This design comes from an exercise in tuning for small area, a short achievable clock period and few clock cycles on the open sky130 flow, not from production work.
Only simulation tests tie the RTL to the original design; equivalence was not proved.
Power and IR drop assume default switching activity.

before:
==> flow/design.v (excerpt) <==
module CORDIC #(parameter integer W = 32)
(
    input wire clk,
    input wire start,
    input wire signed [31:0] x,
    input wire signed [31:0] y,
    output wire signed [W-1:0]phi,
    output wire done
);
reg [31:0] xr;
reg [31:0] yr;
reg [31:0] z;
reg [4:0] cnt;
reg dn;
reg [0:0] b27;   
reg [2:0] ff;
reg [1:0] c0;
wire d = yr[31];
wire [31:0] xs, ys, xn, yn, zn;
cordic_addsub u_addx (.a(xr), .src(yr), .s({cnt[4:1], c0[0]}), .inv(d), .ld(start), .din(x), .o(xn));
cordic_addsub u_addy (.a(yr), .src(xr), .s({cnt[4:1], ~c0[1]}), .inv(~d), .ld(start), .din(y), .o(yn));
wire [31:0] za;
cordic_ztab u_tab (.i(cnt), .d(d), .dn(dn), .o(za));
cordic_add u_addz (.a(z), .b(za), .o(zn));
wire b26 = ~d;
wire [2:0] fnext;
assign fnext[0] = z[4] & (b26 ? (~z[5] & (&z[10:6])) : (&z[10:5]));
assign fnext[1] = z[4] & (b26 ? (~z[5] & (&z[17:6])) : (&z[17:5]));
assign fnext[2] = z[4] & (b26 ? (~z[5] & (&z[24:6])) : (&z[24:5]));
cordic_fin u_fin (.a(z), .b(b27), .f(ff), .o(phi));
assign done = dn;
always @(posedge clk) begin
    xr <= xn;
    yr <= yn;
    if (start)
        z <= 32'h906dfdfb;
    else
        z <= zn;
    if (start) begin
        cnt <= 5'd0;
        dn  <= 1'b0;
        c0[0] <= 1'b0;
        c0[1] <= 1'b1;
    end else if (!dn) begin
        cnt <= cnt + 5'd1;
        dn  <= (cnt == 5'd26);
        b27 <= {~yn[31]};
        c0[0] <= ~c0[0];
        c0[1] <= ~c0[1];
        if (cnt == 5'd26) ff <= fnext;
    end
end
endmodule
clock: 7.5 ns
lec_check: 0
abc_area: 1
cap_margin: 20
core_margin: 2
core_utilization: 45
setup_slack_margin: 4
slew_margin: 20
synth_hierarchical: 1
synth_minimum_keep_size: 0
run.sh (not shown) runs the stock make flow with config.mk's settings and CLKGATE_MAP_FILE= SYNTH_SCRIPT=/design/flow/synth_recipe.tcl, a recipe that flattens the netlist after the stock synthesis.
before | status: complete | timing, DRC, antenna: pass
Testbench counts of before, summed over its fixed seeds: cycles 22,400.
#### Input delta (after over before)
- CORE_UTILIZATION: 45 -> 40
- SETUP_SLACK_MARGIN: 4 -> 4.1
### Flow results
Across after and before, the outcome is the same: a clean finish for every run. Total power was lower in the run labelled before. after vs before — average wire per cell in the routed design climbed slightly. Per the comparison of after with before, cell area has increased; proportion of cell area occupied by multi-input gates now smaller.

Setup of v59:
Starting RTL as in the previous note.
## CORDIC
module CORDIC #(parameter integer W = 32)
(
    input wire clk,
    input wire start,
    input wire signed [31:0] x,
    input wire signed [31:0] y,
    output wire signed [W-1:0]phi,
    output wire done
);
Settings: LEC_CHECK=0, ABC_AREA=1, CAP_MARGIN=20, CORE_MARGIN=2, CORE_UTILIZATION=35, SETUP_SLACK_MARGIN=4.2, SLEW_MARGIN=20, SYNTH_HIERARCHICAL=1, SYNTH_MINIMUM_KEEP_SIZE=0; clock period 7.5 ns.
Testbench counts of v59, summed over its fixed seeds: cycles 22,400.
Here is what was changed in the inputs of v53 compared with v59.
Settings: a change of CORE_UTILIZATION from 35 to 40.
[summary]
- Taking v59 as the reference point, the via count of the first global-routing pass of v53 falls by 128.
- The higher die area came out of v59.
- Going from v59 to v53, die height down 13 um; routed via count dropped 224; wire length now sits lower; tap cell count saw a decrease.
- When v53 is measured against v59, its final area turns out 0.79% lower.
- Side by side, wire length of the first global-routing pass turned out lower in v53 than in v59.
The following lists how v25 was set up differently from v53:
Settings: an added PLACE_DENSITY of 0.7.
### Flow results
v25 has completed all stages; timing, DRC and antenna checks passed.
On design internal power, v25 does better than v53.
Between v25 and v53, it is v25 whose routed wire length is lower, by 3300 um.
Summary — met2 track demand over resource, v25 relative to v53: lower, by 5.7 points.

Starting RTL as in the previous note.
export LEC_CHECK = 0
export ABC_AREA = 1
export CAP_MARGIN = 20
export CORE_MARGIN = 2
export CORE_UTILIZATION = 40
export SETUP_SLACK_MARGIN = 4.25
export SLEW_MARGIN = 20
export SYNTH_HIERARCHICAL = 1
export SYNTH_MINIMUM_KEEP_SIZE = 0
create_clock -name core_clock -period 7.5 [get_ports {clk}]
Testbench counts at the start, summed over its fixed seeds: cycles 22,400.
Then changed:
--- a/flow/config.mk
+++ b/flow/config.mk
@@ -10,5 +10,5 @@
 export CORE_MARGIN = 2
 export CORE_UTILIZATION = 40
-export SETUP_SLACK_MARGIN = 4.25
+export SETUP_SLACK_MARGIN = 4.3
 export SLEW_MARGIN = 20
 export SYNTH_HIERARCHICAL = 1
=>
- The new run produced a clean layout
- wire length increases slightly
- worst setup slack improves by 0.0080 ns
- die area stays the same
- power increases slightly
- final area increases by a few percent
- sequential cell count is unchanged
Then changed:
--- a/flow/config.mk
+++ b/flow/config.mk
@@ -10,5 +10,5 @@
 export CORE_MARGIN = 2
 export CORE_UTILIZATION = 40
-export SETUP_SLACK_MARGIN = 4.3
+export SETUP_SLACK_MARGIN = 4.15
 export SLEW_MARGIN = 20
 export SYNTH_HIERARCHICAL = 1
The changed run passed the timing, design-rule and antenna checks. Count of clock-buffer cells in the layout stays the same. Power fell by 3.2%. Cell area fell by 3.5%. Synthesized cell count does not change. Cell count shrinks by 0.89%. Sequential power stays flat. Worst setup slack loses 0.12 ns.

CORDIC again, from the RTL that the note above started with.
Settings: LEC_CHECK=0, ABC_AREA=1, CAP_MARGIN=20, CORE_MARGIN=2, CORE_UTILIZATION=40, SETUP_SLACK_MARGIN=3.9, SLEW_MARGIN=20, SYNTH_HIERARCHICAL=1, SYNTH_MINIMUM_KEEP_SIZE=0; clock period 7.5 ns.
The baseline produced a clean layout.
Testbench counts at the start, summed over its fixed seeds: cycles 22,400.
Change:
Settings changed: SETUP_SLACK_MARGIN 3.9 to 4.
After rerunning: Final area climbs by 0.44%. Core utilization rose by 0.20 points. Power is about the same.

[port drivers added, routing unchanged]
No port has a modelled driver above. Below, the same layouts with a new extraction and two added sets of constraints.
Step 1 assumes that a clkbuf_16 drives the clock port and a buf_2 every other input.
Step 2 times the ports against the registers' clock, not the clock port: input delays grow and output delays shrink by t, the midpoint of the rising clock arrivals with the driver on.
Three values: ideal, step 1, step 2; two values: the first two.
run	t (ns)	setup WS [ns]	latest minus earliest clock arrival (ns)	worst register clock-pin slew, ns
before	0.438	4.079 / 4.024 / 4.206	0.009 / 0.008	0.08 / 0.08
after	0.439	4.173 / 4.123 / 3.898	0.017 / 0.017	0.09 / 0.09
v59	0.466	4.204 / 4.146 / 4.126	0.021 / 0.021	0.09 / 0.09
v53	0.442	4.263 / 4.208 / 3.920	0.015 / 0.014	0.09 / 0.09
v25	0.440	4.140 / 4.082 / 4.353	0.019 / 0.019	0.09 / 0.09
the first run of note 3	0.440	4.299 / 4.248 / 3.887	0.015 / 0.015	0.09 / 0.09
the second run of note 3	0.444	4.307 / 4.255 / 4.065	0.017 / 0.017	0.09 / 0.09
the third run of note 3	0.442	4.187 / 4.136 / 3.924	0.016 / 0.016	0.09 / 0.09
the first run of note 4	0.442	3.973 / 3.921 / 3.705	0.016 / 0.015	0.09 / 0.09
the second run of note 4	0.443	4.078 / 4.027 / 3.904	0.016 / 0.017	0.09 / 0.09
After both steps every run listed still meets setup and hold. For the first run of note 3, which loses most, drivers alone change the setup slack by -0.051 ns; drivers and shift together by -0.412 ns.
